Background: an optimization exercise with open tools, aiming at a short achievable clock period and few clock cycles. Do not read the settings as production practice.
The RTL was checked by simulation tests, not by an equivalence proof against the original design.
No activity file was given, so power comes from the tool's default toggle rates.

==> design/flow/run.sh <==
#!/bin/bash
# synth_recipe.tcl (not shown) runs the flow's synth.tcl, then flattens the netlist and writes it again
# the make line also repeats each setting of config.mk as NAME=value (left out here)
make -C /OpenROAD-flow-scripts/flow DESIGN_CONFIG=/design/flow/config.mk WORK_HOME=/design/flow/orfs CLKGATE_MAP_FILE= SYNTH_SCRIPT=/design/flow/synth_recipe.tcl finish
==> design/flow/config.mk <==
export PLATFORM = sky130hd
export DESIGN_NAME = BSV32I_SSC
export DESIGN_NICKNAME = BSV32I_SSC
export VERILOG_FILES = /design/flow/design.v
export SDC_FILE = /design/flow/constraint.sdc
export NUM_CORES = 4
export LEC_CHECK = 0
export ABC_CLOCK_PERIOD_IN_PS = 3000
export CAP_MARGIN = 20
export CORE_MARGIN = 2
export CORE_UTILIZATION = 40
export SETUP_SLACK_MARGIN = 5
export SLEW_MARGIN = 20
==> design/flow/constraint.sdc <==
create_clock -name core_clock -period 9.0 [get_ports {clock}]
set_input_delay 1.8000 -clock core_clock [delete_from_list [all_inputs] [get_ports {clock}]]
set_output_delay 1.8000 -clock core_clock [all_outputs]
set_load 0.01 [all_outputs]
==> design/flow/design.v <==
`timescale 1ns / 1ps
module ALU (
    input  logic [31:0] a,
    input  logic [31:0] b_x,
    input  logic        sub,
    input  logic        s_add, s_xor, s_or, s_and, s_slt, s_sltu, s_sll, s_sr, s_link,
    input  logic        sra,
    input  logic [31:0] link,
    output logic [31:0] result,
    output logic [31:0] sum,
    output logic        eq, lt, ltu
);
logic [32:0] sum33;
logic [31:0] sll_r, sr_r;
logic [32:0] sr33;
logic [4:0]  sh;
assign sum33 = {1'b0, a} + {1'b0, b_x} + {32'd0, sub};
assign sum   = sum33[31:0];
assign ltu   = ~sum33[32];
assign lt    = (a[31] == b_x[31]) ? a[31] : sum33[31];
assign eq    = &(a ^ b_x);
assign sh    = b_x[4:0];
assign sll_r = a << sh;
assign sr33  = $signed({sra & a[31], a}) >>> sh;
assign sr_r  = sr33[31:0];
assign result = ({32{s_add}}  & sum)
              | ({32{s_xor}}  & (a ^ b_x))
              | ({32{s_or}}   & (a | b_x))
              | ({32{s_and}}  & (a & b_x))
              | ({32{s_slt}}  & {31'd0, lt})
              | ({32{s_sltu}} & {31'd0, ltu})
              | ({32{s_sll}}  & sll_r)
              | ({32{s_sr}}   & sr_r)
              | ({32{s_link}} & link);
endmodule
`timescale 1ns / 1ps
module BSV32I_SSC#(
parameter DataWidth=32,
parameter AddrWidth=10,
parameter RegAddrWidth=5
)
(
    input  clock,
    input  reset,
    input  [DataWidth-1:0]program_in,
    input  [AddrWidth-1:0]address_in,
    input  [DataWidth-1:0]Inst_mem_dataOut,Data_mem_dataOut,
    output logic [DataWidth-1:0]Inst_mem_dataIn,Data_mem_dataIn,
    output logic [AddrWidth-1:0]Inst_mem_address,Data_mem_address,
    output logic Inst_mem_read_en,Data_mem_read_en,
    output logic Inst_mem_write_en,Data_mem_write_en,
    output logic [2:0]func3,
    output logic [DataWidth-1:0]reg_out
);
localparam [4:0] OP_LUI   = 5'b01101,
                 OP_AUIPC = 5'b00101,
                 OP_JAL   = 5'b11011,
                 OP_JALR  = 5'b11001,
                 OP_BR    = 5'b11000,
                 OP_LD    = 5'b00000,
                 OP_ST    = 5'b01000,
                 OP_OPI   = 5'b00100,
                 OP_OP    = 5'b01100;
logic [9:0]  pcF;                        
logic [31:0] IR;                         
logic [9:0]  pcD;
logic        validD, predD;
logic [31:0] aE, bxE, sdE, linkE;        
logic [9:0]  altE;
logic [4:0]  rdE;
logic [2:0]  f3E;
logic        rwE, ldE, stE, brE, jalrE, predE, subE, sraE;
logic        s_addE, s_xorE, s_orE, s_andE, s_sltE, s_sltuE, s_sllE, s_srE, s_linkE;
logic [31:0] resM;                       
logic [4:0]  rdM;
logic        rwM;
logic [31:0] regs [1:31];
logic [31:0] resE, sumE;
logic        eqE, ltE, ltuE, takenE, redirect;
logic [9:0]  redirPC;
ALU alu (
    .a(aE), .b_x(bxE), .sub(subE),
    .s_add(s_addE), .s_xor(s_xorE), .s_or(s_orE), .s_and(s_andE),
    .s_slt(s_sltE), .s_sltu(s_sltuE), .s_sll(s_sllE), .s_sr(s_srE), .s_link(s_linkE),
    .sra(sraE), .link(linkE),
    .result(resE), .sum(sumE), .eq(eqE), .lt(ltE), .ltu(ltuE)
);
assign takenE   = f3E[2] ? ((f3E[1] ? ltuE : ltE) ^ f3E[0]) : (eqE ^ f3E[0]);
assign redirect = (brE & (takenE ^ predE)) | jalrE;
assign redirPC  = jalrE ? sumE[11:2] : altE;
logic [31:0] wdataM;
assign wdataM = Data_mem_read_en ? Data_mem_dataOut : resM;
logic [4:0]  opc, rs1, rs2, rd;
logic [2:0]  f3;
logic        isLUI, isAUIPC, isJAL, isJALR, isBR, isLD, isST, isOPI, isOP;
logic        uses1, uses2, writes, stall, subD, useImmB;
logic [31:0] immI, immS, immU, imm;
logic [31:0] rf1, rf2, fw1, fw2, aBase, aNext, bNext;
logic        fE1, fE2, fM1, fM2;
logic [9:0]  offB, brTgtD, pcD1;
logic [10:0] link11;
assign opc = IR[6:2];
assign rd  = IR[11:7];
assign rs1 = IR[19:15];
assign rs2 = IR[24:20];
assign f3  = IR[14:12];
assign isLUI   = (opc == OP_LUI);
assign isAUIPC = (opc == OP_AUIPC);
assign isJAL   = (opc == OP_JAL);
assign isJALR  = (opc == OP_JALR);
assign isBR    = (opc == OP_BR);
assign isLD    = (opc == OP_LD);
assign isST    = (opc == OP_ST);
assign isOPI   = (opc == OP_OPI);
assign isOP    = (opc == OP_OP);
assign uses1  = isJALR | isBR | isLD | isST | isOPI | isOP;
assign uses2  = isBR | isST | isOP;
assign writes = (isLUI | isAUIPC | isJAL | isJALR | isLD | isOPI | isOP) & (rd != 5'd0);
assign immI = {{20{IR[31]}}, IR[31:20]};
assign immS = {{20{IR[31]}}, IR[31:25], IR[11:7]};
assign immU = {IR[31:12], 12'd0};
assign imm  = (isLUI | isAUIPC) ? immU : isST ? immS : immI;
assign useImmB = ~(isOP | isBR);
assign stall = validD & ldE & rwE & (((rdE == rs1) & uses1) | ((rdE == rs2) & uses2));
assign rf1 = (rs1 == 5'd0) ? 32'd0 : regs[rs1];
assign rf2 = (rs2 == 5'd0) ? 32'd0 : regs[rs2];
assign fE1 = rwE & (rdE == rs1);
assign fE2 = rwE & (rdE == rs2);
assign fM1 = rwM & (rdM == rs1);
assign fM2 = rwM & (rdM == rs2);
assign fw1 = fE1 ? resE : fM1 ? wdataM : rf1;
assign fw2 = fE2 ? resE : fM2 ? wdataM : rf2;
assign pcD1   = pcD + 10'd1;
assign link11 = {1'b0, pcD} + 11'd1;
assign offB   = {IR[7], IR[30:25], IR[11:9]};
assign brTgtD = pcD + offB;
assign aBase = isLUI ? 32'd0 : {20'd0, pcD, 2'b00};
assign aNext = (isLUI | isAUIPC) ? aBase : fw1;
assign bNext = useImmB ? imm : fw2;
assign subD = isBR | ((isOP | isOPI) & ((f3 == 3'b010) | (f3 == 3'b011)))
                   | (isOP & (f3 == 3'b000) & IR[30]);
always_ff @(posedge clock) begin
    aE    <= aNext;
    bxE   <= bNext ^ {32{subD}};
    sdE   <= fw2;
    linkE <= {19'd0, link11, 2'b00};
    altE  <= predD ? pcD1 : brTgtD;
    f3E   <= f3;
    rdE   <= rd;
    subE  <= subD;
    sraE  <= IR[30];
    s_addE  <= ((isOP | isOPI) & (f3 == 3'b000)) | isLD | isST | isLUI | isAUIPC;
    s_xorE  <= (isOP | isOPI) & (f3 == 3'b100);
    s_orE   <= (isOP | isOPI) & (f3 == 3'b110);
    s_andE  <= (isOP | isOPI) & (f3 == 3'b111);
    s_sltE  <= (isOP | isOPI) & (f3 == 3'b010);
    s_sltuE <= (isOP | isOPI) & (f3 == 3'b011);
    s_sllE  <= (isOP | isOPI) & (f3 == 3'b001);
    s_srE   <= (isOP | isOPI) & (f3 == 3'b101);
    s_linkE <= isJAL | isJALR;
    predE   <= predD;
    if (reset | redirect | stall | ~validD) begin
        rwE   <= 1'b0;
        ldE   <= 1'b0;
        stE   <= 1'b0;
        brE   <= 1'b0;
        jalrE <= 1'b0;
    end else begin
        rwE   <= writes;
        ldE   <= isLD;
        stE   <= isST;
        brE   <= isBR;
        jalrE <= isJALR;
    end
end
logic [31:0] inst;
logic        predF;
logic [9:0]  offJ, offBF, tgtJ, tgtB, pcF1;
assign inst  = Inst_mem_dataOut;
assign offJ  = {inst[20], inst[30:22]};
assign offBF = {inst[7], inst[30:25], inst[11:9]};
assign tgtJ  = pcF + offJ;
assign tgtB  = pcF + offBF;
assign pcF1  = pcF + 10'd1;
assign predF = (inst[6:2] == OP_JAL) | ((inst[6:2] == OP_BR) & inst[31]);
always_ff @(posedge clock) begin
    if (reset)
        pcF <= 10'd0;
    else if (redirect)
        pcF <= redirPC;
    else if (stall)
        pcF <= pcF;
    else if (predF)
        pcF <= inst[2] ? tgtJ : tgtB;
    else
        pcF <= pcF1;
end
always_ff @(posedge clock) begin
    if (reset | redirect)
        validD <= 1'b0;
    else if (!stall)
        validD <= 1'b1;
    if (!stall) begin
        IR    <= inst;
        pcD   <= pcF;
        predD <= predF;
    end
end
always_ff @(posedge clock) begin
    if (reset) begin
        Data_mem_write_en <= 1'b0;
        Data_mem_read_en  <= 1'b0;
        Data_mem_address  <= 10'd0;
        Data_mem_dataIn   <= 32'd0;
        func3             <= 3'd0;
        rwM               <= 1'b0;
    end else begin
        Data_mem_write_en <= stE;
        Data_mem_read_en  <= ldE;
        Data_mem_address  <= sumE[9:0];
        Data_mem_dataIn   <= sdE;
        func3             <= f3E;
        rwM               <= rwE;
    end
    rdM  <= rdE;
    resM <= resE;
end
integer i;
always_ff @(posedge clock) begin
    if (reset) begin
        for (i = 1; i < 32; i = i + 1)
            regs[i] <= 32'd0;
    end else if (rwM) begin
        regs[rdM] <= wdataM;
    end
end
assign reg_out = regs[7];
assign Inst_mem_address  = pcF;
assign Inst_mem_read_en  = 1'b1;
assign Inst_mem_write_en = 1'b0;
assign Inst_mem_dataIn   = 32'd0;
endmodule
==> impl_metrics.yaml, run 1 <==
setup_path:
  arrival_ns: 4.44
  crit_required_ns: 9.43
  end_kind: "flop"
  critical_path_class: "in2reg"
  rrSetupSlack_ns: 5.03
  startpoint_type: "primary input"
  timing.rr.start: "bxE[1]"
  ff2ff_path_depth: 10
  reg2reg_to: "bxE[0]"
  cp_max_fo: 33
synth:
  synth_flop_cell: "edfxtp_1"
  synth-async-reset-ratio_pct: 0
  synth_edf_count: 1065
  synthesis.area_sq_um: 69800
  syn_avg_cell_area_sq_um: 13.4
  synth_warnings: 1
  synthCells: 5222
  ys_seq_area_share_pct: 52.9
  synth-seq-cells: 1313
  netlist-cell-type-count: 83
outcome:
  status: "complete, no violations"
layout:
  fillerInstances: 15300
  seq_area_sq_um: 37000
  nets: 5397
  drive_above_1_share_pct: 24.9
  final_cells: 7639
  final_common_cell: "nor2_1"
  final_cell_mix: "nor2_1, edfxtp_1, mux4_2, dfxtp_1, clkdlybuf4s50_1"
  synthToLayoutAreaGrowth_pct: 13.9
  antenna_cells: 0
  multi_input_area_sq_um: 31200
  post-route-util_pct: 45.8
route:
  num_vias: 48200
  vias_per_cell: 6.31
  routedWlPerCell_microns: 32.9
  drc: 0
  drt_wl_total_mm: 251
  ant_nets: 0
  drtIter0Drc: 6631
  first_pass_iters: 7
hold_path:
  hold_path_class: "reg2reg"
  whs_endpoint: "rdM[4]"
  hold_depth: 0
  min_from: "rdE[4]"
floorplan:
  die_y_microns: 422
  floorplan.initialDensity_pct: 40.2
  die_w_microns: 422
  rows: 153
  coreArea_sq_um: 174000
  dieArea_sq_um: 178000
  num_io_pins: 231
cts:
  clock_path_buffers: 3
  ctsHoldBuffers: 0
  numCtsBuffers: 143
  cts_max_level: 4
  clockRootBuffer: "clkbuf_16"
  clk_pin_slew_ns: 0.06
  clk_latency_ns: 0.81
  cts_tree: "done"
  clock_sinks: 1313
timing:
  fin_worst_skew_ns: 0.0421
  setup_violations: 0
  relSlewSlack_pct: 27.6
  hold_viol: 0
  fin_crit_ns: 4.01
  slew_violations: 0
  fin_tns_setup_ns: 0
  fmax_ghz: 0.250
  tightest_slew_ns: 1.08
  min_period_over_period_pct: 44.5
  rsz0062_at_grt: "no"
power_and_ir_drop:
  p_total_mw: 15.9
  power.leakage_nw: 27.4
  peakVddDrop_mv: 0.172
  power.density_nw_per_um2: 200
placement:
  hpwlAfterDp_mm: 161
  place_congestion: 0.985
  dp.cells: 7358
  port_buffers: 152
global_route:
  grt_first_pass_wirelength_mm: 354
  grt_pass1_vias: 47500
  antenna_found_initial: 6
  gr-total-overflow: 0
  grt_max_degree: 112
  grt.total_usage_pct: 27.8
flow_run:
  maxCapViolations: 0
==> worst max path at each step <==
stage | slack (ns) | start | cells after the start | endpoint
5_1_grt | 4.97 | Inst_mem_dataOut[24] | 13 | pcF[6]
4_1_cts | 5.01 | bxE[3] | 14 | bxE[31]
6_report | 4.99 | reset | 9 | regs[1][16]
3_5_place_dp | 3.75 | Inst_mem_dataOut[2] | 16 | pcF[9]
2_1_floorplan | 4.79 | Inst_mem_dataOut[2] | 16 | pcF[9]
3_3_place_gp | 3.68 | Inst_mem_dataOut[2] | 16 | pcF[9]
==> per-layer routing <==
layer / routed length, microns / global-route usage [%] / share of wire, %
met1: 90800 / 35.0 / 36
met2: 121000 / 45.5 / 48
met3: 23900 / 5.57 / 9.5
met4: 15700 / 14.9 / 6.3
met5: 34 / 0 / 0.014
==> repair_timing <==
action                     CTS  global route
cloned                       0             1
gates resized for setup     42            36
setup endpoints to repair  144            35
setup buffers                8             4
pin swaps                    2             9
==> power breakdown <==
| part | switching [mW] | internal, mW | leakage, nW |
|---|---|---|---|
| Clock | 2.59 | 3.38 | 2.28 |
| Sequential | 0.302 | 6.84 | 13.0 |
| Combinational | 1.66 | 1.10 | 12.1 |
| Total | 4.55 | 11.3 | 27.4 |
==> metrics by stage <==
stage	worst slack [ns]	hold slack, ns	area (sq um)
after global routing	4.97	0.386	79500
after CTS	5.01	0.385	79100
final	4.99	0.395	79500
after floorplan	4.79	0.362	70000
after global placement	3.68	0.380	74000
after detailed placement	3.75	0.383	74100
==> sequential cells by signal, indices dropped and copies added (netlist names), 10 cells and up, named ones only <==
register,flops
regs,1024
Data_mem_dataIn,32
aE,32
bxE,32
resM,32
sdE,32
IR,30
alu.link,11
Data_mem_address,10
altE,10
pcD,10
pcF,10
==> final cells by class <==
type,instances,area share [%]
timing repair buffer,326,4.04
inverter,142,0.670
sequential,1313,46.5
clock buffer,182,4.84
clock inverter,76,1.07
multi-input combinational,3275,39.2
tap,2325,3.66
==> critical path, cell delays in order <==
cell	delay, ns
buf_2	0.13
nor2b_1	0.52
nand2_1	0.11
nor2_1	0.11
buf_4	0.21
nand2_2	0.06
buf_4	0.35
nand2_2	0.58
buf_4	0.52
==> cells in the mapped netlist (all sizes together) (10+ instances only) <==
library cell,count,share of area (%)
ha,84,1.5
and3,16,0.14
or3,12,0.11
nand2b,10,0.090
o21a,23,0.25
a221oi,13,0.17
a21o,18,0.19
nor2b,55,0.49
xor2,26,0.33
mux2,29,0.47
dfxtp,248,7.1
o22ai,34,0.30
o311ai,11,0.14
and2,30,0.27
nand4,15,0.13
o21ai,129,0.92
a221o,10,0.14
o21bai,12,0.13
mux4,715,23
nand3,28,0.20
inv,141,0.76
o221ai,26,0.33
clkbuf,377,2.0
a211oi,36,0.39
mux2i,143,2.1
nor3,45,0.32
a21oi,120,0.87
o221a,11,0.18
xnor2,63,0.79
buf,147,1.1
a22oi,17,0.18
nor2,1174,6.3
edfxtp,1065,46
o211ai,23,0.26
nand2,207,1.1
==> cell families (layout without fill, tap and decap cells) <==
| group | count (synthesis) | count (layout) | share of synthesized area, % |
|---|---|---|---|
| AOI/OAI and AO/OA | 546 | 546 | 5.23 |
| xor gates and xnor gates | 89 | 89 | 1.12 |
| adders and majority gates | 88 | 88 | 1.62 |
| buffers and inverters | 666 | 726 | 3.92 |
| DFF | 1313 | 1313 | 52.9 |
| muxes | 887 | 887 | 25.6 |
| other | 2 | 34 | 0.0108 |
| and+or+nand+nor | 1631 | 1631 | 9.60 |
Testbench counts, summed over its fixed seeds: cycles 63,072.
==> run 2, diff against run 1 <==
--- a/design/flow/design.v
+++ b/design/flow/design.v
@@ -12,2 +12,14 @@
 );
+function automatic [32:0] add32(input [31:0] x, input [31:0] y, input cin);
+    logic [31:0] g, p, G, P;
+    g = x & y;
+    p = x ^ y;
+    G = {g[31:1], g[0] | (p[0] & cin)};
+    P = p;
+    for (int d = 1; d < 32; d = d * 2) begin
+        G = G | (P & (G << d));
+        P = P & ((P << d) | ((32'd1 << d) - 32'd1));
+    end
+    add32 = {G[31], p ^ {G[30:0], cin}};
+endfunction
 logic [32:0] sum33;
@@ -16,3 +28,3 @@
 logic [4:0]  sh;
-assign sum33 = {1'b0, a} + {1'b0, b_x} + {32'd0, sub};
+assign sum33 = add32(a, b_x, sub);
 assign sum   = sum33[31:0];
@@ -67,2 +79,4 @@
 logic        validD, predD;
+logic [31:0] rf1D, rf2D;
+logic        fE1D, fE2D, fM1D, fM2D;
 logic [31:0] aE, bxE, sdE, linkE;        
@@ -75,3 +89,3 @@
 logic [4:0]  rdM;
-logic        rwM;
+logic        rwM, ldM;            
 logic [31:0] regs [1:31];
@@ -91,3 +105,3 @@
 logic [31:0] wdataM;
-assign wdataM = Data_mem_read_en ? Data_mem_dataOut : resM;
+assign wdataM = ldM ? Data_mem_dataOut : resM;
 logic [4:0]  opc, rs1, rs2, rd;
@@ -124,8 +138,8 @@
 assign stall = validD & ldE & rwE & (((rdE == rs1) & uses1) | ((rdE == rs2) & uses2));
-assign rf1 = (rs1 == 5'd0) ? 32'd0 : regs[rs1];
-assign rf2 = (rs2 == 5'd0) ? 32'd0 : regs[rs2];
-assign fE1 = rwE & (rdE == rs1);
-assign fE2 = rwE & (rdE == rs2);
-assign fM1 = rwM & (rdM == rs1);
-assign fM2 = rwM & (rdM == rs2);
+assign rf1 = rf1D;
+assign rf2 = rf2D;
+assign fE1 = fE1D;
+assign fE2 = fE2D;
+assign fM1 = fM1D;
+assign fM2 = fM2D;
 assign fw1 = fE1 ? resE : fM1 ? wdataM : rf1;
@@ -139,2 +153,55 @@
 assign bNext = useImmB ? imm : fw2;
+function automatic addeq(input [31:0] a, input [31:0] b, input cin, input [31:0] k);
+    logic [31:0] c;
+    c = {((a[30:0] & b[30:0]) | ((a[30:0] | b[30:0]) & ~k[30:0])), cin};
+    addeq = &(~(a ^ b ^ k ^ c));
+endfunction
+function automatic ltu32(input [31:0] x, input [31:0] y);
+    logic [31:0] g, p, G, P;
+    g = x & ~y;
+    p = x ^ ~y;
+    G = {g[31:1], g[0] | p[0]};
+    P = p;
+    for (int d = 1; d < 32; d = d * 2) begin
+        G = G | (P & (G << d));
+        P = P & ((P << d) | ((32'd1 << d) - 32'd1));
+    end
+    ltu32 = ~G[31];
+endfunction
+logic [9:0]  altD;
+logic        earlyOK, eqD, ltD, ltuD, takenD, redirectD;
+logic        early1, early2, earlyEq;
+logic        eqRR, eqMR, eqRM, luRR, luMR, luRM, ltRR, ltMR, ltRM, aeR1, aeR2, aeM;
+logic        m1, m2;
+assign early1  = ~fE1 & ~(ldM & fM1);          
+assign early2  = ~fE2 & ~(ldM & fM2);
+assign earlyEq = validD & isBR & ~f3[2] & ~f3[1] & s_addE & ~stall &
+                 ((fE1 & early2) | (fE2 & early1) | (fE1 & fE2));
+assign earlyOK = (validD & isBR & early1 & early2) | earlyEq;
+assign eqRR = (rf1D == rf2D);
+assign eqMR = (resM == rf2D);
+assign eqRM = (rf1D == resM);
+assign luRR = ltu32(rf1D, rf2D);
+assign luMR = ltu32(resM, rf2D);
+assign luRM = ltu32(rf1D, resM);
+assign ltRR = (rf1D[31] != rf2D[31]) ? rf1D[31] : luRR;
+assign ltMR = (resM[31] != rf2D[31]) ? resM[31] : luMR;
+assign ltRM = (rf1D[31] != resM[31]) ? rf1D[31] : luRM;
+assign aeR1 = addeq(aE, bxE, subE, rf1D);
+assign aeR2 = addeq(aE, bxE, subE, rf2D);
+assign aeM  = addeq(aE, bxE, subE, resM);
+assign m1 = fM1 & ~fE1;
+assign m2 = fM2 & ~fE2;
+always_comb begin
+    if (fE1 & fE2)    begin eqD = 1'b1;  ltuD = 1'b0; ltD = 1'b0; end
+    else if (fE1)     begin eqD = m2 ? aeM : aeR2; ltuD = 1'b0; ltD = 1'b0; end
+    else if (fE2)     begin eqD = m1 ? aeM : aeR1; ltuD = 1'b0; ltD = 1'b0; end
+    else if (m1 & m2) begin eqD = 1'b1;  ltuD = 1'b0; ltD = 1'b0; end
+    else if (m1)      begin eqD = eqMR;  ltuD = luMR; ltD = ltMR; end
+    else if (m2)      begin eqD = eqRM;  ltuD = luRM; ltD = ltRM; end
+    else              begin eqD = eqRR;  ltuD = luRR; ltD = ltRR; end
+end
+assign takenD = f3[2] ? ((f3[1] ? ltuD : ltD) ^ f3[0]) : (eqD ^ f3[0]);
+assign redirectD = earlyOK & (takenD ^ predD) & ~redirect;
+assign altD = predD ? pcD1 : brTgtD;
 assign subD = isBR | ((isOP | isOPI) & ((f3 == 3'b010) | (f3 == 3'b011)))
@@ -146,3 +213,3 @@
     linkE <= {19'd0, link11, 2'b00};
-    altE  <= predD ? pcD1 : brTgtD;
+    altE  <= altD;
     f3E   <= f3;
@@ -171,3 +238,3 @@
         stE   <= isST;
-        brE   <= isBR;
+        brE   <= isBR & ~earlyOK;
         jalrE <= isJALR;
@@ -175,5 +242,18 @@
 end
+function automatic [9:0] add10(input [9:0] x, input [9:0] y);
+    logic [9:0] g, p, g1, p1, g2, p2, g3, p3, g4;
+    g = x & y;
+    p = x ^ y;
+    g1 = g | (p & {g[8:0], 1'b0});
+    p1 = p & {p[8:0], 1'b0};
+    g2 = g1 | (p1 & {g1[7:0], 2'b0});
+    p2 = p1 & {p1[7:0], 2'b0};
+    g3 = g2 | (p2 & {g2[5:0], 4'b0});
+    p3 = p2 & {p2[5:0], 4'b0};
+    g4 = g3 | (p3 & {g3[1:0], 8'b0});
+    add10 = p ^ {g4[8:0], 1'b0};
+endfunction
 logic [31:0] inst;
-logic        predF;
-logic [9:0]  offJ, offBF, tgtJ, tgtB, pcF1;
+logic        predF, predTake;
+logic [9:0]  offJ, offBF, tgtJ, tgtB, pcF1, tgtF, pcSeq;
 assign inst  = Inst_mem_dataOut;
@@ -181,6 +261,9 @@
 assign offBF = {inst[7], inst[30:25], inst[11:9]};
-assign tgtJ  = pcF + offJ;
-assign tgtB  = pcF + offBF;
+assign tgtJ  = add10(pcF, offJ);
+assign tgtB  = add10(pcF, offBF);
+assign tgtF  = inst[2] ? tgtJ : tgtB;
 assign pcF1  = pcF + 10'd1;
 assign predF = (inst[6:2] == OP_JAL) | ((inst[6:2] == OP_BR) & inst[31]);
+assign predTake = predF & ~redirect & ~redirectD & ~stall;
+assign pcSeq = redirect ? redirPC : redirectD ? altD : stall ? pcF : pcF1;
 always_ff @(posedge clock) begin
@@ -188,13 +271,35 @@
         pcF <= 10'd0;
-    else if (redirect)
-        pcF <= redirPC;
-    else if (stall)
-        pcF <= pcF;
-    else if (predF)
-        pcF <= inst[2] ? tgtJ : tgtB;
     else
-        pcF <= pcF1;
+        pcF <= predTake ? tgtF : pcSeq;
 end
+logic [4:0]  rs1F, rs2F;
+logic [31:0] rdF1, rdF2;
+assign rs1F = inst[19:15];
+assign rs2F = inst[24:20];
+assign rdF1 = (rs1F == 5'd0) ? 32'd0 : regs[rs1F];
+assign rdF2 = (rs2F == 5'd0) ? 32'd0 : regs[rs2F];
 always_ff @(posedge clock) begin
-    if (reset | redirect)
+    if (!stall) begin
+        fE1D <= validD & writes & (rd == rs1F);
+        fE2D <= validD & writes & (rd == rs2F);
+        fM1D <= rwE & (rdE == rs1F);
+        fM2D <= rwE & (rdE == rs2F);
+    end else begin
+        fE1D <= 1'b0;
+        fE2D <= 1'b0;
+        fM1D <= rwE & (rdE == rs1);
+        fM2D <= rwE & (rdE == rs2);
+    end
+end
+always_ff @(posedge clock) begin
+    if (!stall) begin
+        rf1D <= (rwM & (rdM == rs1F)) ? wdataM : rdF1;
+        rf2D <= (rwM & (rdM == rs2F)) ? wdataM : rdF2;
+    end else begin
+        if (fM1) rf1D <= wdataM;
+        if (fM2) rf2D <= wdataM;
+    end
+end
+always_ff @(posedge clock) begin
+    if (reset | redirect | redirectD)
         validD <= 1'b0;
@@ -216,2 +321,3 @@
         rwM               <= 1'b0;
+        ldM               <= 1'b0;
     end else begin
@@ -223,2 +329,3 @@
         rwM               <= rwE;
+        ldM               <= ldE & rwE;
     end
@@ -236,3 +343,12 @@
 end
-assign reg_out = regs[7];
+logic [31:0] x7_out;
+always_ff @(posedge clock) begin
+    if (reset)
+        x7_out <= 32'd0;
+    else if (rwM & (rdM == 5'd7))
+        x7_out <= wdataM;
+    else
+        x7_out <= regs[7];
+end
+assign reg_out = x7_out;
 assign Inst_mem_address  = pcF;
==> design/flow/flow/run.sh (new file) <==
#!/bin/bash
set -o pipefail
bash standard.sh SETUP_SLACK_MARGIN=7 finish > make_flow.log 2>&1
==> design/flow/standard.sh (new file) <==
#!/bin/bash
# synth_recipe.tcl (not shown) runs the flow's synth.tcl, then flattens the netlist and writes it again
# the make line also repeats each setting of config.mk as NAME=value (left out here)
make -C /OpenROAD-flow-scripts/flow DESIGN_CONFIG=/design/flow/config.mk WORK_HOME=/design/flow/orfs CLKGATE_MAP_FILE= SYNTH_SCRIPT=/design/flow/synth_recipe.tcl "${@:-finish}"
--- a/design/flow/config.mk
+++ b/design/flow/config.mk
@@ -7,3 +7,3 @@
 export LEC_CHECK = 0
-export ABC_CLOCK_PERIOD_IN_PS = 3000
+export ABC_CLOCK_PERIOD_IN_PS = 2500
 export CAP_MARGIN = 20
@@ -13 +13,2 @@
 export SLEW_MARGIN = 20
+export TNS_END_PERCENT = 20
removed: design/flow/run.sh
==> run 2 against run 1 <==
- first-iteration DRC count up 92%
- utilization up 9.4 points
- setup slack worse by 0.20 ns
- synthesized cell count up 41%
- clock power up 7.2%
- non-clock buffer count up 926
- critical endpoint is now rf2D[26]
- global-route usage up 10 points
- area after synthesis up 16%
- via count up 54%
- cell count up 43%
- now fails the layout checks on max-capacitance violations, max-slew violations
- sequential share of layout area down 11 points
- die area up 16%
==> impl_metrics.yaml, run 2 <==
floorplan:
  num_io_pins: 231
  floorplan.initialDensity_pct: 40.1
  coreArea_sq_um: 202000
  dieArea_sq_um: 206000
  rows: 165
  die_y_microns: 454
  die_w_microns: 454
timing:
  rsz0062_at_grt: "yes"
  fin_crit_ns: 4.21
  setup_violations: 0
  tightest_slew_ns: 1.70
  fmax_ghz: 0.238
  fin_tns_setup_ns: 0
  relSlewSlack_pct: -14.1
  slew_violations: 4
  min_period_over_period_pct: 46.7
  fin_worst_skew_ns: 0.107
  hold_viol: 0
cts:
  clock_sinks: 1404
  numCtsBuffers: 155
  ctsHoldBuffers: 0
  clockRootBuffer: "clkbuf_16"
  cts_max_level: 4
  clock_path_buffers: 3
  clk_latency_ns: 0.90
  cts_tree: "done"
  clk_pin_slew_ns: 0.06
synth:
  ys_seq_area_share_pct: 47.9
  synth-async-reset-ratio_pct: 0
  synth_warnings: 2
  synth_top_cell_by_area: "edfxtp_1"
  syn_avg_cell_area_sq_um: 11.0
  synth_flop_cell: "edfxtp_1"
  synth-seq-cells: 1404
  synth.most_common_cell: "nor2_1"
  netlist-cell-type-count: 93
  synthTopCellsByArea: "edfxtp_1, mux4_2, dfxtp_1"
  synth_edf_count: 1065
  synthCells: 7344
  netlist_top_cells_count: "nor2_1, edfxtp_1, mux2i_1, clkbuf_1, a21oi_1"
  synth_top_area_share_pct: 39.5
  synthesis.area_sq_um: 81000
outcome:
  status: "complete, but fails checks"
  so_faults: "max-capacitance violations, max-slew violations"
placement:
  hpwlAfterDp_mm: 219
  port_buffers: 152
  place_area_sq_um: 86100
  place_congestion: 1.01
layout:
  nets: 8546
  stdcell_area_sq_um: 111000
  top_register: "regs"
  largest_reg_flops: 1024
  final_cell_mix: "nor2_1, edfxtp_1, buf_4, mux2i_1, mux4_2"
  drive_above_1_share_pct: 35.3
  fillerInstances: 16200
  synthToLayoutAreaGrowth_pct: 37.6
  final_common_cell: "nor2_1"
power_and_ir_drop:
  seq_power_share_pct: 38.0
  power_frac_comb_pct: 30.6
  p_switching_mw: 7.05
  power.density_nw_per_um2: 183
  power.leakage_nw: 42.2
  swShare_pct: 34.6
  p_int_mw: 13.3
  clock_power_share_pct: 31.4
  peakVddDrop_mv: 0.219
global_route:
  grt_pass1_vias: 68300
  antenna_found_initial: 12
  grt_max_degree: 90
  gr-total-overflow: 0
  grt_first_pass_wirelength_mm: 544
  grt.total_usage_pct: 38.0
setup_path:
  rrSetupSlack_ns: 5.13
  crit_required_ns: 9.82
  crit_slowest_cell: "o211ai_1"
  startpoint_type: "primary input"
  path_cells: "buf_16 > nor2b_4 > buf_12 > buf_12 > buf_16 > a221oi_4 > nor2_1 > o211ai_1 > o21ai_1 > o22ai_1 > nor2_2 > a21oi_2"
  end_kind: "flop"
  critical_path_class: "in2reg"
  cp_max_fo: 18
  critPathMaxStageDelay_ns: 1.32
  arrival_ns: 5.03
route:
  drc: 0
  ant_nets: 0
  routedWlPerCell_microns: 38.9
  num_vias: 74200
  first_pass_iters: 7
  vias_per_cell: 6.77
  drt_wl_total_mm: 426
  drtIter0Drc: 12700
flow_run:
  maxCapViolations: 2
hold_path:
  hold_path_class: "reg2reg"
==> run 2: cell types whose count changed after synthesis, sizes merged, moves of 188 or more <==
cell and change:
nor2 +284, a221oi +213, o21ai +188, mux4 -393, a21oi +251, mux2i +407
==> run 2: per-layer routing <==
metal  global-route usage [%]  share of wire (%)  up-vias
li1                         -                  -    28900
met1                     44.0                 32    36200
met2                     57.8                 42     6779
met3                     11.7                 14     2293
met4                     31.7                 12       13
met5                    0.583              0.076        -
==> run 2: final timing paths <==
path                        startpoint                  end  cells after the start
setup / recovery  Inst_mem_dataOut[21]             rf2D[26]                     12
hold / removal                 sdE[25]  Data_mem_dataIn[25]                      1
setup reg to reg                 aE[7]               pcF[8]                     13
hold reg to reg                sdE[25]  Data_mem_dataIn[25]                      1
==> run 2: cells by family (layout without fill, tap and decap cells) <==
kind of cell	Yosys count	after routing	share of synthesized area, %
DFF	1404	1404	47.9
xor gates and xnor gates	245	245	2.65
other	2	45	0.00928
and+or+nand+nor	2060	2073	10.7
buffers and inverters	916	1801	4.51
adders and majority gates	280	280	5.24
AOI/OAI and AO/OA	1488	1490	12.1
muxes	949	949	16.8
==> run 2: area by class of cell <==
type	count	area [sq um]	share of cell area [%]
well taps	2672	3340	3.00
clock inverters	70	626	0.562
diodes	11	27.5	0.0247
repair inverters	5	43.8	0.0393
repair buffers	1252	16900	15.2
inverters	269	1120	1.01
multi-input cells	5071	45900	41.2
clock buffers	205	4310	3.87
flip-flops and latches	1404	39100	35.1
==> run 2: worst max-delay path, delay by kind of cell <==
kind | cells | cell delay, ns
AO/OA/AOI/OAI | 5 | 2.19
buffers and inverters | 4 | 0.65
AND/OR/NAND/NOR | 3 | 0.34
==> run 2: timing repair <==
| action | CTS | global route |
|---|---|---|
| cloned | 141 | 50 |
| setup buffers | 460 | 293 |
| gates resized for setup | 1388 | 918 |
| setup endpoints to repair | 2479 | 2478 |
| pin swaps | 300 | 337 |
==> run 2: stage by stage <==
stage	hold slack, ns	worst slack (ns)	std cells	power (mW)	util (%)
final	0.433	4.79	11000	20.4	55.2
after global routing	0.440	4.86	11000	20.7	55.2
after CTS	0.436	5.28	10600	19.5	52.3
after detailed placement	0.421	3.23	9726	12.0	42.7
after global placement	0.423	3.28	9725	12.0	42.7
after floorplan	0.346	4.74	7376	10.3	-
==> run 2: power groups by stage <==
stage               Clock (mW)  Combinational (mW)  Sequential [mW]
finish                    6.40                6.24             7.74
global placement             0                4.12             7.86
global route              6.62                6.37             7.75
detailed placement           0                4.14             7.88
CTS                       6.35                5.49             7.70
floorplan                    0                2.63             7.67
Testbench counts of run 2, summed over its fixed seeds: cycles 59,681.
==> run 3, diff against run 2 <==
--- a/design/flow/design.v
+++ b/design/flow/design.v
@@ -81,2 +81,3 @@
 logic        fE1D, fE2D, fM1D, fM2D;
+logic        bE1D, bE2D, bM1D, bM2D;     
 logic [31:0] aE, bxE, sdE, linkE;        
@@ -175,6 +176,6 @@
 logic        m1, m2;
-assign early1  = ~fE1 & ~(ldM & fM1);          
-assign early2  = ~fE2 & ~(ldM & fM2);
+assign early1  = ~bE1D & ~(ldM & bM1D);          
+assign early2  = ~bE2D & ~(ldM & bM2D);
 assign earlyEq = validD & isBR & ~f3[2] & ~f3[1] & s_addE & ~stall &
-                 ((fE1 & early2) | (fE2 & early1) | (fE1 & fE2));
+                 ((bE1D & early2) | (bE2D & early1) | (bE1D & bE2D));
 assign earlyOK = (validD & isBR & early1 & early2) | earlyEq;
@@ -192,8 +193,8 @@
 assign aeM  = addeq(aE, bxE, subE, resM);
-assign m1 = fM1 & ~fE1;
-assign m2 = fM2 & ~fE2;
+assign m1 = bM1D & ~bE1D;
+assign m2 = bM2D & ~bE2D;
 always_comb begin
-    if (fE1 & fE2)    begin eqD = 1'b1;  ltuD = 1'b0; ltD = 1'b0; end
-    else if (fE1)     begin eqD = m2 ? aeM : aeR2; ltuD = 1'b0; ltD = 1'b0; end
-    else if (fE2)     begin eqD = m1 ? aeM : aeR1; ltuD = 1'b0; ltD = 1'b0; end
+    if (bE1D & bE2D)    begin eqD = 1'b1;  ltuD = 1'b0; ltD = 1'b0; end
+    else if (bE1D)     begin eqD = m2 ? aeM : aeR2; ltuD = 1'b0; ltD = 1'b0; end
+    else if (bE2D)     begin eqD = m1 ? aeM : aeR1; ltuD = 1'b0; ltD = 1'b0; end
     else if (m1 & m2) begin eqD = 1'b1;  ltuD = 1'b0; ltD = 1'b0; end
@@ -275,4 +276,6 @@
 logic [4:0]  rs1F, rs2F;
+logic        brF;
 logic [31:0] rdF1, rdF2;
 assign rs1F = inst[19:15];
+assign brF  = (inst[6:2] == OP_BR);
 assign rs2F = inst[24:20];
@@ -286,3 +289,11 @@
         fM2D <= rwE & (rdE == rs2F);
+        bE1D <= validD & writes & (rd == rs1F) & brF;
+        bE2D <= validD & writes & (rd == rs2F) & brF;
+        bM1D <= rwE & (rdE == rs1F) & brF;
+        bM2D <= rwE & (rdE == rs2F) & brF;
     end else begin
+        bE1D <= 1'b0;
+        bE2D <= 1'b0;
+        bM1D <= rwE & (rdE == rs1) & isBR;
+        bM2D <= rwE & (rdE == rs2) & isBR;
         fE1D <= 1'b0;
--- a/design/flow/config.mk
+++ b/design/flow/config.mk
@@ -8,3 +8,3 @@
 export ABC_CLOCK_PERIOD_IN_PS = 2500
-export CAP_MARGIN = 20
+export CAP_MARGIN = 40
 export CORE_MARGIN = 2
@@ -12,3 +12,2 @@
 export SETUP_SLACK_MARGIN = 5
-export SLEW_MARGIN = 20
-export TNS_END_PERCENT = 20
+export SLEW_MARGIN = 40
==> run 3 against run 2 <==
- the run now fails in global routing (5_1_grt)
- synthesized cell count down 4.1%
- area after synthesis about the same
==> impl_metrics.yaml, run 3 <==
outcome:
  status: "stopped before the end"
  stop_stage: "global routing (5_1_grt)"
  error: "[ERROR GRT-0232] Routing congestion too high. Check the congestion heatmap in the GUI."
floorplan:
  floorplan.initialDensity_pct: 40.2
  rows: 165
  num_io_pins: 231
  die_y_microns: 454
  die_w_microns: 454
synth:
  synth.most_common_cell: "nor2_1"
  synthTopCellsByArea: "edfxtp_1, mux4_2, dfxtp_1"
  synth_top_area_share_pct: 39.5
  synth_edf_count: 1065
  synth_flop_cell: "edfxtp_1"
  synth_top_cell_by_area: "edfxtp_1"
  synth-seq-cells: 1408
  synthesis.area_sq_um: 81000
  syn_avg_cell_area_sq_um: 11.5
  synth-async-reset-ratio_pct: 0
  netlist-cell-type-count: 101
  netlist_top_cells_count: "nor2_1, edfxtp_1, mux2i_1, clkbuf_1, mux4_2"
  synth_warnings: 2
  ys_seq_area_share_pct: 48.0
  synthCells: 7044
cts:
  clock_path_buffers: 3
  clock_sinks: 1408
  clockRootBuffer: "clkbuf_16"
  cts_max_level: 4
  numCtsBuffers: 156
  ctsHoldBuffers: 0
global_route:
  grt.total_usage_pct: 60.4
  grt_max_degree: 87
  gr-total-overflow: 8
placement:
  port_buffers: 152
  place_congestion: 1.03
  hpwlAfterDp_mm: 225
## run 3: cell count changes after synthesis, sizes merged, moves of 25 or more
cell and change:
o21ai -125, mux4 +112, mux2i -84, a21oi -72
a22oi -64, a221oi -42, nor2 -38, clkbuf -34
o211ai -31, o221ai +27, mux2 -25
## run 3: worst max-delay path by stage
stage,endpoint,cells after the start,slack [ns],start
after floorplan,pcF[8],15,4.68,Inst_mem_dataOut[23]
after global placement,rf1D[8],10,3.44,Inst_mem_dataOut[15]
after detailed placement,rf1D[8],10,3.47,Inst_mem_dataOut[15]
after CTS,pcF[5],11,5.31,bxE[25]
## run 3: power groups by stage
stage          clock (mW)  combinational, mW  sequential [mW]
2_1_floorplan           0               2.68             7.69
3_3_place_gp            0               4.09             7.86
4_1_cts              6.52               6.36             7.73
3_5_place_dp            0               4.12             7.88
## run 3: timing repair
action	CTS
gates cloned	331
gates resized for setup	3081
buffers inserted	856
setup endpoints to repair	2483
pin swaps	341
## run 3: per-stage QoR
step	instance area, sq um	utilization [%]	std cells	setup slack [ns]
2_1_floorplan	85700	-	7076	4.68
4_1_cts	119000	59.1	10900	5.31
3_3_place_gp	87000	43.1	9457	3.44
3_5_place_dp	87100	43.2	9458	3.47
## run 3: cell families after synthesis
group,share of synthesized area (%)
AND/OR/NAND/NOR,10.7
buffers and inverters,4.44
XOR/XNOR,2.64
adder cells (fa/ha/maj),5.23
AO/OA/AOI/OAI,10.4
flip-flops,48.0
multiplexers,18.5
other,0.00927
## run 3: per-layer routing
layer | GRT overflow | GRT usage, %
met1 | 0 | 58.7
met2 | 3 | 72.8
met3 | 2 | 51.5
met4 | 3 | 58.0
met5 | 0 | 34.7
Testbench counts of run 3, summed over its fixed seeds: cycles 59,681.
==> run 4, diff against run 3 <==
==> design/flow/run.sh (new file) <==
#!/bin/bash
# synth_recipe.tcl (not shown) runs the flow's synth.tcl, then flattens the netlist and writes it again
# the make line also repeats each setting of config.mk as NAME=value (left out here)
make -C /OpenROAD-flow-scripts/flow DESIGN_CONFIG=/design/flow/config.mk WORK_HOME=/design/flow/orfs CLKGATE_MAP_FILE= SYNTH_SCRIPT=/design/flow/synth_recipe.tcl finish
--- a/design/flow/config.mk
+++ b/design/flow/config.mk
@@ -8,3 +8,3 @@
 export ABC_CLOCK_PERIOD_IN_PS = 2500
-export CAP_MARGIN = 40
+export CAP_MARGIN = 30
 export CORE_MARGIN = 2
@@ -12,2 +12,2 @@
 export SETUP_SLACK_MARGIN = 5
-export SLEW_MARGIN = 40
+export SLEW_MARGIN = 30
removed: design/flow/flow/run.sh
removed: design/flow/standard.sh
==> run 4 against run 3 <==
- area after synthesis did not move
- synthesized cell count stayed put
- now clean on timing, DRC and antenna
==> impl_metrics.yaml, run 4 <==
outcome:
  status: "complete, no violations"
setup_path:
  reg2reg_to: "bxE[22]"
  crit_required_ns: 9.68
  startpoint_type: "flop"
  timing.rr.start: "bxE[0]"
  critical_path_class: "reg2reg"
  rrSetupSlack_ns: 4.77
  arrival_ns: 4.91
  ff2ff_path_depth: 11
  end_kind: "flop"
  cp_max_fo: 24
layout:
  synthToLayoutAreaGrowth_pct: 14.5
  drive_above_1_share_pct: 17.6
  final_common_cell: "nor2_1"
  top_register: "regs"
  final_cell_mix: "nor2_1, edfxtp_1, mux4_2, mux2i_1, dfxtp_1"
  post-route-util_pct: 46.0
  nets: 7384
  fillerInstances: 18300
  stdcell_area_sq_um: 92800
  largest_reg_flops: 1024
timing:
  slew_violations: 0
  hold_viol: 0
  relSlewSlack_pct: 36.4
  fin_crit_ns: 4.23
  setup_violations: 0
  tightest_slew_ns: 0.954
  fmax_ghz: 0.236
  fin_worst_skew_ns: 0.0764
  rsz0062_at_grt: "yes"
  fin_tns_setup_ns: 0
  min_period_over_period_pct: 47.0
power_and_ir_drop:
  clock_power_share_pct: 35.4
  p_int_mw: 12.7
  seq_power_share_pct: 41.5
  power_frac_comb_pct: 23.0
  p_switching_mw: 5.95
  peakVddDrop_mv: 0.204
  p_total_mw: 18.6
  swShare_pct: 32.0
  power.density_nw_per_um2: 201
  power.leakage_nw: 33.8
hold_path:
  hold_path_class: "reg2reg"
  min_from: "sdE[27]"
  hold_depth: 1
  whs_endpoint: "Data_mem_dataIn[27]"
floorplan:
  rows: 165
  die_w_microns: 454
  floorplan.initialDensity_pct: 40.2
  die_y_microns: 454
  num_io_pins: 231
  dieArea_sq_um: 206000
  coreArea_sq_um: 202000
global_route:
  grt.total_usage_pct: 31.8
  grt_first_pass_wirelength_mm: 463
  grt_pass1_vias: 60700
  grt_max_degree: 107
  gr-total-overflow: 0
  antenna_found_initial: 7
synth:
  synth-seq-cells: 1408
  syn_avg_cell_area_sq_um: 11.5
  synth.most_common_cell: "nor2_1"
  synthCells: 7044
  synthesis.area_sq_um: 81000
  synthTopCellsByArea: "edfxtp_1, mux4_2, dfxtp_1"
  synth_flop_cell: "edfxtp_1"
  netlist-cell-type-count: 101
  ys_seq_area_share_pct: 48.0
  synth_top_cell_by_area: "edfxtp_1"
  synth_top_area_share_pct: 39.5
  synth-async-reset-ratio_pct: 0
  netlist_top_cells_count: "nor2_1, edfxtp_1, mux2i_1, clkbuf_1, mux4_2"
  synth_warnings: 2
  synth_edf_count: 1065
cts:
  clk_latency_ns: 0.86
  cts_tree: "done"
  clock_sinks: 1408
  cts_max_level: 4
  numCtsBuffers: 156
  clock_path_buffers: 3
  clk_pin_slew_ns: 0.06
  clockRootBuffer: "clkbuf_16"
route:
  drc: 0
  ant_nets: 0
  first_pass_iters: 6
  drt_wl_total_mm: 336
  vias_per_cell: 6.45
  drtIter0Drc: 9092
  num_vias: 63200
  routedWlPerCell_microns: 34.3
placement:
  hpwlAfterDp_mm: 215
  port_buffers: 152
  place_area_sq_um: 85600
  place_congestion: 1.02
flow_run:
  maxCapViolations: 0
-- run 4: cell counts after synthesis --
No cell type changed its count.
-- run 4: cell families (layout without fill, tap and decap cells) --
family	after synthesis	after routing	share of synthesized area [%]
buffers and inverters	878	921	4.44
and+or+nand+nor	2054	2055	10.7
muxes	952	952	18.5
AOI/OAI and AO/OA	1226	1226	10.4
adders and majority gates	280	280	5.23
DFF	1408	1408	48.0
xor gates and xnor gates	244	244	2.64
other	2	42	0.00927
-- run 4: through the flow --
| step | setup WS [ns] | std cells | hold slack (ns) |
|---|---|---|---|
| 6_report | 4.77 | 9800 | 0.428 |
| 5_1_grt | 4.86 | 9797 | 0.448 |
| 4_1_cts | 4.82 | 9770 | 0.438 |
| 3_5_place_dp | 3.33 | 9467 | 0.425 |
| 3_3_place_gp | 3.30 | 9466 | 0.429 |
| 2_1_floorplan | 4.68 | 7076 | 0.346 |
-- run 4: worst max-delay path, cell delays in order, from the launching register on --
cell and delay, ns:
dfxtp_4 0.45, buf_8 0.28, mux4_2 0.55, mux2_2 0.29, nand2_1 0.06, o21ai_0 0.13
o21ai_0 0.61, o2111ai_1 0.25, a221oi_2 0.51, mux2i_1 0.34, a221oi_2 0.45, xnor2_1 0.12
-- run 4: how the worst max path moves through the flow --
stage	startpoint	endpoint	slack (ns)	depth (start not counted)
6_report	bxE[0]	bxE[22]	4.77	11
5_1_grt	bxE[0]	bxE[22]	4.86	11
4_1_cts	bxE[1]	bxE[22]	4.82	11
3_5_place_dp	Inst_mem_dataOut[20]	rf2D[14]	3.33	10
3_3_place_gp	Inst_mem_dataOut[20]	rf2D[14]	3.30	10
2_1_floorplan	Inst_mem_dataOut[23]	pcF[8]	4.68	15
-- run 4: layer usage --
layer / global-route usage (%) / part of all wire, % / wire [microns]
met4: 20.6 / 7.7 / 25900
met5: 0 / 0.0036 / 12
met1: 39.5 / 36 / 120000
met2: 50.0 / 46 / 153000
met3: 7.19 / 11 / 37000
-- run 4: area by class of cell --
type	count	area, sq um	area share (%)
timing repair buffer	380	4120	4.44
sequential	1408	38900	42.0
antenna	8	20.0	0.0216
tap	2672	3340	3.60
clock buffer	196	4170	4.49
clock inverter	86	1020	1.10
multi-input combinational	4791	40200	43.3
inverter	259	976	1.05
-- run 4: repair_timing --
action / 4_1_cts / 5_1_grt
hold buffers: 0 / 0
pin swaps: 19 / 24
resized for setup: 181 / 106
gates cloned: 8 / 8
buffers inserted: 13 / 13
setup endpoints to repair: 388 / 277
-- run 4: power groups by stage --
stage / sequential [mW] / clock, mW / combinational, mW
after floorplan: 7.68 / 0 / 2.47
after global placement: 7.83 / 0 / 3.91
after detailed placement: 7.85 / 0 / 3.95
after CTS: 7.71 / 6.64 / 4.10
after global routing: 7.75 / 6.89 / 4.48
final: 7.73 / 6.59 / 4.29
==> run 5, diff against run 4 <==
--- a/design/flow/design.v
+++ b/design/flow/design.v
@@ -205,4 +205,13 @@
 assign takenD = f3[2] ? ((f3[1] ? ltuD : ltD) ^ f3[0]) : (eqD ^ f3[0]);
-assign redirectD = earlyOK & (takenD ^ predD) & ~redirect;
-assign altD = predD ? pcD1 : brTgtD;
+logic [11:0] jS, jC, jT, jTR, jTM, jTE;
+logic        jalrOK;
+assign jalrOK = validD & isJALR & ~stall & (bE1D ? s_addE : ~(ldM & bM1D));
+assign jS  = aE[11:0] ^ bxE[11:0] ^ immI[11:0];
+assign jC  = {(aE[10:0] & bxE[10:0]) | (aE[10:0] & immI[10:0]) | (bxE[10:0] & immI[10:0]), subE};
+assign jTE = jS + jC;
+assign jTM = resM[11:0] + immI[11:0];
+assign jTR = rf1D[11:0] + immI[11:0];
+assign jT  = bE1D ? jTE : bM1D ? jTM : jTR;
+assign redirectD = ((earlyOK & (takenD ^ predD)) | jalrOK) & ~redirect;
+assign altD = isJALR ? jT[11:2] : predD ? pcD1 : brTgtD;
 assign subD = isBR | ((isOP | isOPI) & ((f3 == 3'b010) | (f3 == 3'b011)))
@@ -240,3 +249,3 @@
         brE   <= isBR & ~earlyOK;
-        jalrE <= isJALR;
+        jalrE <= isJALR & ~jalrOK;
     end
@@ -279,3 +288,3 @@
 assign rs1F = inst[19:15];
-assign brF  = (inst[6:2] == OP_BR);
+assign brF  = (inst[6:2] == OP_BR) | (inst[6:2] == OP_JALR);
 assign rs2F = inst[24:20];
@@ -296,4 +305,4 @@
         bE2D <= 1'b0;
-        bM1D <= rwE & (rdE == rs1) & isBR;
-        bM2D <= rwE & (rdE == rs2) & isBR;
+        bM1D <= rwE & (rdE == rs1) & (isBR | isJALR);
+        bM2D <= rwE & (rdE == rs2) & (isBR | isJALR);
         fE1D <= 1'b0;
==> design/flow/flow/run.sh (new file) <==
#!/bin/bash
set -o pipefail
bash standard.sh SETUP_SLACK_MARGIN=6 finish > make_flow.log 2>&1
==> design/flow/standard.sh (new file) <==
#!/bin/bash
# synth_recipe.tcl (not shown) runs the flow's synth.tcl, then flattens the netlist and writes it again
# the make line also repeats each setting of config.mk as NAME=value (left out here)
make -C /OpenROAD-flow-scripts/flow DESIGN_CONFIG=/design/flow/config.mk WORK_HOME=/design/flow/orfs CLKGATE_MAP_FILE= SYNTH_SCRIPT=/design/flow/synth_recipe.tcl "${@:-finish}"
--- a/design/flow/config.mk
+++ b/design/flow/config.mk
@@ -10,3 +10,3 @@
 export CORE_MARGIN = 2
-export CORE_UTILIZATION = 40
+export CORE_UTILIZATION = 35
 export SETUP_SLACK_MARGIN = 5
removed: design/flow/run.sh
==> run 5 against run 4 <==
- still clean
- global-route usage grew 0.19 points
- sequential power up 0.5%
- cell area is 18% higher
- hold slack worse by 0.010 ns
- routed wire length increased by 17%
- combinational power is 44% higher
- setup slack gained 0.13 ns
- critical path depth is 4 higher
- clock skew shrank 0.0014 ns
- critical endpoint is now pcF[2]
- largest power group unchanged
==> impl_metrics.yaml, run 5 <==
power_and_ir_drop:
  peakVddDrop_mv: 0.196
  power.density_nw_per_um2: 189
  power.leakage_nw: 40.4
  p_total_mw: 20.6
synth:
  synth_edf_count: 1065
  synth-async-reset-ratio_pct: 0
  synthTopCellsByArea: "edfxtp_1, dfxtp_1, mux4_2"
  synth.most_common_cell: "nor2_1"
  netlist-cell-type-count: 93
  synthCells: 7536
  synth-seq-cells: 1408
  synth_top_cell_by_area: "edfxtp_1"
  netlist_top_cells_count: "nor2_1, edfxtp_1, mux2i_1, clkbuf_1, a21oi_1"
  syn_avg_cell_area_sq_um: 10.9
  synth_top_area_share_pct: 39.0
  synth_warnings: 2
  synthesis.area_sq_um: 82000
  synth_flop_cell: "edfxtp_1"
  ys_seq_area_share_pct: 47.4
route:
  vias_per_cell: 6.28
  ant_nets: 0
  drt_wl_total_mm: 394
  num_vias: 71000
  drtIter0Drc: 9652
  drc: 0
  routedWlPerCell_microns: 34.9
  first_pass_iters: 6
layout:
  largest_reg_flops: 1024
  post-route-util_pct: 46.8
  final_common_cell: "nor2_1"
  fillerInstances: 20500
  drive_above_1_share_pct: 33.4
  final_cell_mix: "nor2_1, edfxtp_1, mux2i_1, buf_4, mux4_2"
  nets: 8461
  synthToLayoutAreaGrowth_pct: 33.0
  top_register: "regs"
  stdcell_area_sq_um: 109000
global_route:
  grt_max_degree: 100
  gr-total-overflow: 0
  grt_first_pass_wirelength_mm: 534
  grtUsageMet3_pct: 8.89
  grt_pass1_vias: 68600
  antenna_found_initial: 15
  grt_most_used_layer: "met2"
  grt.total_usage_pct: 32.0
  use_met2_pct: 48.4
  grt_use_met1_pct: 37.9
setup_path:
  critical_path_class: "reg2reg"
  end_kind: "flop"
  startpoint_type: "flop"
  cp_max_fo: 5
  crit_required_ns: 9.70
  critPathMaxStageDelay_ns: 0.55
  arrival_ns: 4.80
  path_cells: "inv_1 > ha_1 > nand4_1 > nor4_4 > o2111ai_1 > a31oi_1 > o31ai_4 > a21oi_4 > buf_12 > buf_12 > mux2i_4 > buf_4 > nand2_4 > a311oi_1 > a31oi_1"
  crit_slowest_cell: "nor4_4"
timing:
  setup_violations: 0
  tightest_slew_ns: 1.29
  min_period_over_period_pct: 45.5
  fin_worst_skew_ns: 0.0750
  slew_violations: 0
  fmax_ghz: 0.244
  hold_viol: 0
  relSlewSlack_pct: 13.4
  whs_ns: 0.418
  rsz0062_at_grt: "yes"
  fin_crit_ns: 4.10
  fin_tns_setup_ns: 0
cts:
  clock_sinks: 1408
  cts_max_level: 4
  clk_latency_ns: 0.88
  clock_path_buffers: 3
  cts_tree: "done"
  clockRootBuffer: "clkbuf_16"
  clk_pin_slew_ns: 0.07
  ctsHoldBuffers: 0
  numCtsBuffers: 156
floorplan:
  rows: 177
  die_w_microns: 488
  coreArea_sq_um: 233000
  die_y_microns: 488
  num_io_pins: 231
  floorplan.initialDensity_pct: 35.2
  dieArea_sq_um: 238000
placement:
  place_area_sq_um: 88200
  place_congestion: 0.980
  port_buffers: 152
  hpwlAfterDp_mm: 226
flow_run:
  maxCapViolations: 0
hold_path:
  hold_path_class: "reg2reg"
outcome:
  status: "complete, no violations"
[run 5: logic make-up after synthesis]
group,share of synthesized area (%)
DFF,47.4
other,0.00916
and+or+nand+nor,10.9
buffers and inverters,4.34
AOI/OAI and AO/OA,12.3
adders and majority gates,5.74
xor gates and xnor gates,2.78
muxes,16.6
[run 5: path summary, 6_finish.rpt]
| check | start | endpoint | depth (start not counted) | slack, ns |
|---|---|---|---|---|
| max | resM[31] | pcF[2] | 15 | 4.90 |
| min | sdE[6] | Data_mem_dataIn[6] | 1 | 0.42 |
| max reg2reg | resM[31] | pcF[2] | 15 | 4.90 |
| min reg2reg | sdE[6] | Data_mem_dataIn[6] | 1 | 0.42 |
[run 5: final cells by class]
| class | instances | area (sq um) | share of cell area (%) |
|---|---|---|---|
| repair inverters | 1 | 8.76 | 0.00803 |
| flip-flops and latches | 1408 | 39300 | 36.0 |
| clock buffers | 207 | 4280 | 3.92 |
| multi-input cells | 5285 | 47300 | 43.4 |
| inverters | 256 | 1030 | 0.947 |
| diodes | 8 | 20.0 | 0.0184 |
| clock inverters | 82 | 943 | 0.865 |
| well taps | 3132 | 3920 | 3.59 |
| repair buffers | 934 | 12200 | 11.2 |
[run 5: metal layers]
layer	share of wire, %	wire, microns
met2	44	172000
met1	35	137000
met4	10	39900
met5	0.051	202
met3	11	44800
[run 5: repair_timing]
| action | 4_1_cts | 5_1_grt |
|---|---|---|
| endpoints found under the setup margin | 1681 | 446 |
| setup buffers | 380 | 149 |
| resized for setup | 1806 | 574 |
| cloned | 106 | 10 |
| pin swaps | 345 | 389 |
[run 5: where the power goes]
part	leakage [nW]	internal, mW	switching (mW)
Combinational	24.0	2.51	3.67
Sequential	13.9	7.34	0.433
Clock	2.53	3.71	2.95
Total	40.4	13.6	7.05
[run 5: worst max-delay path, delay by kind of cell (launching register included)]
family                     cells  cell delay (ns)
adders and majority gates      1             0.38
DFF                            1             0.45
and+or+nand+nor                3             0.96
buffers and inverters          4             0.54
muxes                          1             0.30
AOI/OAI and AO/OA              6             1.28
[run 5: stage by stage]
step / instances / setup WS, ns
finish: 11300 / 4.90
global route: 11300 / 4.94
CTS: 11100 / 5.00
detailed placement: 10400 / 3.29
global placement: 10400 / 3.30
floorplan: 7568 / 5.01
Testbench counts of run 5, summed over its fixed seeds: cycles 59,379.
==> run 6, diff against run 5 <==
--- a/design/flow/design.v
+++ b/design/flow/design.v
@@ -275,3 +275,4 @@
 assign pcF1  = pcF + 10'd1;
-assign predF = (inst[6:2] == OP_JAL) | ((inst[6:2] == OP_BR) & inst[31]);
+assign predF = (inst[6:2] == OP_JAL) |
+               ((inst[6:2] == OP_BR) & (inst[31] | (inst[14:12] == 3'b001)));
 assign predTake = predF & ~redirect & ~redirectD & ~stall;
--- a/design/flow/config.mk
+++ b/design/flow/config.mk
@@ -8,6 +8,6 @@
 export ABC_CLOCK_PERIOD_IN_PS = 2500
-export CAP_MARGIN = 30
+export CAP_MARGIN = 40
 export CORE_MARGIN = 2
-export CORE_UTILIZATION = 35
+export CORE_UTILIZATION = 40
 export SETUP_SLACK_MARGIN = 5
-export SLEW_MARGIN = 30
+export SLEW_MARGIN = 40
==> run 6 against run 5 <==
- hold slack got worse by 0.0051 ns
- synthesized cell count decreased by 1.3%
- critical path depth decreased by 1
- sequential cell count unchanged
- count of clock-buffer cells in the layout increased by 12
- clock skew increased by 0.014 ns
- maximum frequency increased by 0.82%
- area after synthesis decreased by 0.26%
- non-clock buffer count increased by 157
- critical endpoint is now rf1D[15]
- largest cell class unchanged
- highest routed layer unchanged
==> impl_metrics.yaml, run 6 <==
route:
  routedWlPerCell_microns: 38.0
  first_pass_iters: 10
  vias_per_cell: 6.67
  drtIter0Drc: 11600
  drt_wl_total_mm: 416
  num_vias: 73000
  drc: 0
  ant_nets: 0
synth:
  synth_warnings: 2
  synth_flop_cell: "edfxtp_1"
  synth-async-reset-ratio_pct: 0
  netlist_top_cells_count: "nor2_1, edfxtp_1, mux2i_1, clkbuf_1, a21oi_1"
  syn_avg_cell_area_sq_um: 11.0
  netlist-cell-type-count: 80
  synthCells: 7439
  synth_top_area_share_pct: 39.1
  synth_top_cell_by_area: "edfxtp_1"
  ys_seq_area_share_pct: 47.5
  synth.most_common_cell: "nor2_1"
  synthesis.area_sq_um: 81800
  synth_edf_count: 1065
  synthTopCellsByArea: "edfxtp_1, mux4_2, dfxtp_1"
  synth-seq-cells: 1408
layout:
  stdcell_area_sq_um: 111000
  final_common_cell: "nor2_1"
  drive_above_1_share_pct: 33.9
  final_cells: 10900
  post-route-util_pct: 55.0
  largest_reg_flops: 1024
  nets: 8553
  final_cell_mix: "nor2_1, edfxtp_1, mux2i_1, buf_4, mux4_2"
  synthToLayoutAreaGrowth_pct: 36.3
  top_register: "regs"
placement:
  hpwlAfterDp_mm: 221
  dp.cells: 9822
  place_area_sq_um: 87400
  place_ws_ns: 3.14
  port_buffers: 152
  place_congestion: 0.981
global_route:
  grt.total_usage_pct: 36.9
  grt_first_pass_wirelength_mm: 539
  grt_pass1_vias: 68300
  gr-total-overflow: 0
  grt_max_degree: 97
  antenna_found_initial: 15
setup_path:
  end_kind: "flop"
  crit_required_ns: 9.72
  crit_slowest_cell: "o211ai_1"
  arrival_ns: 4.78
  path_buf_inv: 6
  path_cells: "buf_16 > buf_16 > nor2_4 > buf_12 > buf_12 > buf_16 > buf_12 > a221oi_4 > nor2_1 > o211ai_1 > o21ai_4 > o22ai_2 > nor2_1 > a21oi_1"
  critical_path_class: "in2reg"
  crit_family: "compound AO/OA/AOI/OAI gates"
  cp_max_fo: 6
  startpoint_type: "primary input"
  critPathMaxStageDelay_ns: 0.99
timing:
  setup_violations: 0
  fin_worst_skew_ns: 0.0886
  hold_viol: 0
  setup_ws_ns: 4.93
  min_period_over_period_pct: 45.2
  relSlewSlack_pct: 15.5
  tightest_slew_ns: 1.26
  slew_violations: 0
  whs_ns: 0.413
  rsz0062_at_grt: "yes"
  fin_crit_ns: 4.07
  fmax_ghz: 0.246
  fin_tns_setup_ns: 0
floorplan:
  die_y_microns: 456
  die_w_microns: 456
  floorplan.initialDensity_pct: 40.3
  coreArea_sq_um: 203000
  rows: 165
  dieArea_sq_um: 208000
  num_io_pins: 231
flow_run:
  maxCapViolations: 0
power_and_ir_drop:
  p_total_mw: 20.9
  power.density_nw_per_um2: 188
  peakVddDrop_mv: 0.218
  power.leakage_nw: 42.0
cts:
  numCtsBuffers: 157
  clock_sinks: 1408
  clk_latency_ns: 0.87
  cts_max_level: 4
  clock_path_buffers: 3
  clockRootBuffer: "clkbuf_16"
  cts_tree: "done"
  clk_pin_slew_ns: 0.06
hold_path:
  hold_path_class: "reg2reg"
outcome:
  status: "complete, no violations"
## run 6: cell types whose count changed after synthesis, moves of 22 or more
cell	delta
nand2b_1	-22
xnor2_1	-30
nor2_1	-22
o21ai_0	-29
xor2_1	+44
mux4_2	+31
## run 6: power by group
part	total [mW]	internal, mW	switching, mW
logic	6.36	2.58	3.78
registers	7.75	7.33	0.424
clock network	6.82	3.87	2.95
## run 6: repair_timing
| action | 4_1_cts | 5_1_grt |
|---|---|---|
| hold buffers | 0 | 0 |
| setup endpoints to repair | 2137 | 1265 |
| hold endpoints to repair | 0 | 0 |
| resized for setup | 1749 | 615 |
| pin swaps | 331 | 389 |
| cloned | 120 | 51 |
| buffers inserted | 398 | 255 |
## run 6: final cells by class
| type | instances | area (sq um) |
|---|---|---|
| antenna | 8 | 20.0 |
| clock buffer | 219 | 4410 |
| clock inverter | 75 | 978 |
| fill | 16500 | 91200 |
| inverter | 267 | 1100 |
| multi-input combinational | 5207 | 48000 |
| sequential | 1408 | 39100 |
| tap | 2672 | 3340 |
| timing repair buffer | 1091 | 14500 |
| timing repair inverter | 2 | 17.5 |
## run 6: path summary, 6_finish.rpt
kind | from | endpoint | slack [ns] | cells past startpoint
worst max-delay path | Inst_mem_dataOut[17] | rf1D[15] | 4.93 | 14
worst min register to register | sdE[0] | Data_mem_dataIn[0] | 0.41 | 1
worst min-delay path | sdE[0] | Data_mem_dataIn[0] | 0.41 | 1
worst max register to register | aE[0] | pcF[6] | 4.94 | 18
## run 6: cell families (layout without fill, tap and decap cells)
| group | count (synthesis) | after routing | share of synthesized area [%] |
|---|---|---|---|
| AND/OR/NAND/NOR | 2081 | 2134 | 10.6 |
| AO/OA/AOI/OAI | 1487 | 1489 | 11.9 |
| adder cells (fa/ha/maj) | 311 | 311 | 5.76 |
| flip-flops | 1408 | 1408 | 47.5 |
| multiplexers | 965 | 965 | 16.9 |
| XOR/XNOR | 274 | 274 | 2.93 |
| buffers and inverters | 911 | 1654 | 4.40 |
| other | 2 | 42 | 0.00918 |
## run 6: layer usage
layer  vias to the layer above  GRT usage (%)  routed length, microns
li1                      29000              -                       -
met2                      6094           56.4                  177000
met3                      1966           11.0                   54500
met5                         -          0.505                     348
met1                     35900           42.5                  135000
met4                        16           31.2                   48300
Testbench counts of run 6, summed over its fixed seeds: cycles 58,910.

## separate check: timing with driven ports
How much do the figures lean on ideal ports? The routed layouts below were timed once more, with nothing changed but the port constraints.
Step 1 (the two cells are an assumption about what drives the block):
set clk [get_ports {clock}]
set_driving_cell -lib_cell sky130_fd_sc_hd__clkbuf_16 $clk
set_driving_cell -lib_cell sky130_fd_sc_hd__buf_2 [delete_from_list [all_inputs] $clk]
Step 2, shift: input delay + t, output delay - t, t = (earliest + latest rising clock arrival at the registers) / 2. This alone moves slack from input paths to output paths.
Slacks: no drivers / after step 1 / after step 2; pairs: no drivers / after step 1.
run | t (ns) | slack for setup (ns) | latest minus earliest clock arrival (ns) | worst slew at a driven data input, ns | pins driven straight from the clock port
run 1 | 0.880 | 4.993 / 4.991 / 4.165 | 0.045 / 0.044 | 0.07 | 1
run 2 | 0.947 | 4.795 / 4.496 / 3.549 | 0.108 / 0.108 | 0.53 | 1
run 4 | 0.913 | 4.767 / 4.767 / 3.991 | 0.078 / 0.078 | 0.25 | 1
run 5 | 0.945 | 4.901 / 4.901 / 4.093 | 0.079 / 0.080 | 0.50 | 1
run 6 | 0.927 | 4.935 / 4.633 / 3.705 | 0.090 / 0.091 | 0.54 | 1
The setup slack of run 2, which loses most, moves by -0.299 ns with the drivers and by -1.246 ns with both steps.
